This is an optimization exercise on Yosys and OpenROAD, whose aim is small area and a short achievable clock period, not a production implementation. Only simulation tests tie the RTL to the original design; equivalence was not proved.

== run 1 ==
==> flow/design.v (excerpt) <==
module ff_mult32appx(clk, aa, bb, yy1, yy2);
  input clk;
  input [31:0] aa;
  input [31:0] bb;
  output [63:0] yy1, yy2;
  wire [33:0] bx = {1'b0, bb, 1'b0};
  wire [16:0] e1_d, e2_d, en_d;
  genvar j;
  generate for (j = 0; j < 16; j = j + 1) begin : g_enc
    wire hi = bx[2*j+2], mi = bx[2*j+1], lo = bx[2*j];
    wire one = mi ^ lo, both = mi & lo;
    assign e1_d[j] = one;
    assign e2_d[j] = hi ? ~(one | both) : both;
    assign en_d[j] = hi;
  end endgenerate
  assign e1_d[16] = bb[31];
  assign e2_d[16] = 1'b0;
  assign en_d[16] = 1'b0;
  wire [208:0] cs_d;
  mult32_low u_low (.aa(aa), .bb(bb), .e1_d(e1_d[11:0]), .e2_d(e2_d[11:0]), .en_d(en_d), .cs(cs_d));
  reg [31:0] a1;
  reg [16:12] e1, e2, en;
  reg [208:0] cs;
  reg za, zb, b1one;
  always @(posedge clk) begin
    a1 <= aa;
    e1 <= e1_d[16:12];
    e2 <= e2_d[16:12];
    en <= en_d[16:12];
    cs <= cs_d;
    za <= ~|aa;
    zb <= ~|bb;
    b1one <= (bb == 32'd1);
  end
  wire [23:0] ylo_d;
  wire cl_d;
  wire [39:0] s0_d;
  wire [39:0] pp_d;
  wire [5:0] bg_d;
  wire [5:0] bp_d;
  ...
Size in the first run: ~3,400 cells after synthesis, ~390 flip-flops, about 190 I/O pins, about 34,000 µm² of cells after synthesis.
clock: 8.0 ns
lec_check: 0
cap_margin: 20
core_margin: 2
core_utilization: 40
setup_slack_margin: 4.0
slew_margin: 20
tns_end_percent: 20
standard.sh (not shown) runs the stock make flow with config.mk's settings and CLKGATE_MAP_FILE= SYNTH_SCRIPT=/design/flow/synth_recipe.tcl, a recipe that flattens the netlist after the stock synthesis.
==> flow/flow/run.sh <==
#!/bin/bash
# The standard layout (the standard.sh, unchanged synthesis and steps),
# with one change: the buffer on every input and output port is a
# sky130_fd_sc_hd__buf_4 instead of the buffer OpenROAD picks by default,
# which on this platform is a slow delay buffer (clkdlybuf4s50_1).
# All of standard.sh's output goes to standard.log here; ORFS keeps each
# step's full log under orfs/logs/.
set -euo pipefail
export BUFFER_PORTS_ARGS="-buffer_cell sky130_fd_sc_hd__buf_4"
bash standard.sh > standard.log 2>&1
Run 1 finished every stage and its layout cleared the timing, DRC and antenna checks.
[inputs] run 2 vs run 1
Settings: CORE_UTILIZATION: 40 -> 45; TNS_END_PERCENT: 20 -> 10.
[summary]
Per the comparison of run 2 with run 1, first-iteration DRC count higher, time the final worst path needs with I/O delays and setup moved up, share of the clock period used by the worst path after layout up 1.8 points, met3 global-route usage roughly the same.
Looking only at number of inserted filler cells in the final layout, and setting everything else aside, the lower value of run 1 and run 2 goes to run 2.
Sort run 1 and run 2 by clock latency of the later-clocked register in the worst-skew pair, descending, and run 1 comes first.
Upper clock frequency limit in run 2 is about 3.4% below run 1.
### run 2 -> run 3
Settings: swapping 45 for 40 in CORE_UTILIZATION.
==> notes.md <==
- On number of buffers on the longest clock path, run 2 and run 3 are basically level.
- Taking run 2 as the reference, in run 3 global-route usage lower, final core utilization now smaller, fraction of standard cell area that is sequential fell by 0.25 points, critical path arrival -0.15 ns.
- Sort run 2 and run 3 by final critical-path setup slack desc -> top: run 3
- | clock buffer and inverter area fraction after layout | run 3 vs run 2 | 0.36 points higher |


ff_mult32appx, a different RTL version from the one above (not shown whole).
Size: roughly 5100 cells after synthesis, roughly 390 flip-flops, roughly 190 I/O pins, about 42000 µm² of cells after synthesis.
clock: 8.0 ns
lec_check: 0
cap_margin: 20
core_margin: 2
core_utilization: 40
setup_slack_margin: 4.0
slew_margin: 20
tns_end_percent: 5
run.sh (not shown) runs the stock make flow with config.mk's settings and CLKGATE_MAP_FILE= SYNTH_SCRIPT=/design/flow/synth_recipe.tcl, a recipe that flattens the netlist after the stock synthesis.
Stock flow here: none of the scripts above is used.
The baseline finished clean.
Rerun with:
Settings changed: TNS_END_PERCENT 5 to 25.
After rerunning:
- setup slack gains 0.14 ns
- sequential cell count does not change
- clock skew goes down by 0.026 ns
- non-clock buffer count goes up by 24
- count of clock-buffer cells in the layout goes up by 6
Rerun with:
Settings changed: SETUP_SLACK_MARGIN 4.0 to 4.4, TNS_END_PERCENT 25 to 5.
Effect: The changed run finished with timing, DRC and antenna clean. Setup slack loses 0.050 ns. Non-clock buffer count rose by 106. Worst hold slack gains 0.0033 ns. Sequential cell count stays the same. First-iteration DRC count goes up by 11%. Core utilization climbs by 2.5 points. Routed wire length went up by 8.2%. Fmax came out lower by 1.2%.
Rerun with:
Settings changed: SETUP_SLACK_MARGIN 4.4 to 4.0, TNS_END_PERCENT 5 to 10.
Core utilization goes down by 3.2 points.
Design area went down by about 6.5%.
Worst setup slack gains 0.0058 ns.
Hold slack gains 0.0032 ns.
Sequential share of layout area rose by 1.1 points.
Wire length is lower by about 9%.
Count of clock-buffer cells in the layout rises by 5.
Global-route usage came out lower by 2.0 points.
Via count fell by 4.6%.

[what the ideal ports hide]
No port has a modelled driver above. Below, the same layouts with a new extraction and two added sets of constraints.
Step 1 (the two cells are an assumption about what drives the block):
set clk [get_ports {clk}]
set_driving_cell -lib_cell sky130_fd_sc_hd__clkbuf_16 $clk
set_driving_cell -lib_cell sky130_fd_sc_hd__buf_2 [delete_from_list [all_inputs] $clk]
Step 2 moves the port delays by t, midway between the first and last clock arrival at a register: inputs arrive t later, outputs are due t later. That takes back most of the time a late clock gives input paths.
Slacks: ideal ports / drivers / drivers and shift; pairs: ideal ports / drivers.
run | t (ns) | slack for setup (ns) | clock arrival spread, ns
run 1 | 0.687 | 3.813 / 3.813 / 3.176 | 0.046 / 0.046
run 2 | 0.667 | 3.666 / 3.668 / 3.001 | 0.040 / 0.039
run 3 | 0.668 | 3.814 / 3.810 / 3.142 | 0.034 / 0.034
the first run of note 2 | 0.682 | 3.721 / 3.742 / 3.067 | 0.049 / 0.050
the second run of note 2 | 0.691 | 3.860 / 3.811 / 3.213 | 0.031 / 0.031
the third run of note 2 | 0.689 | 3.811 / 3.811 / 3.171 | 0.059 / 0.058
the fourth run of note 2 | 0.679 | 3.816 / 3.827 / 3.155 | 0.032 / 0.032
After both steps setup and hold are still met in every run listed. The setup slack of run 3, which loses most, moves by -0.004 ns with the drivers and by -0.672 ns with both steps.
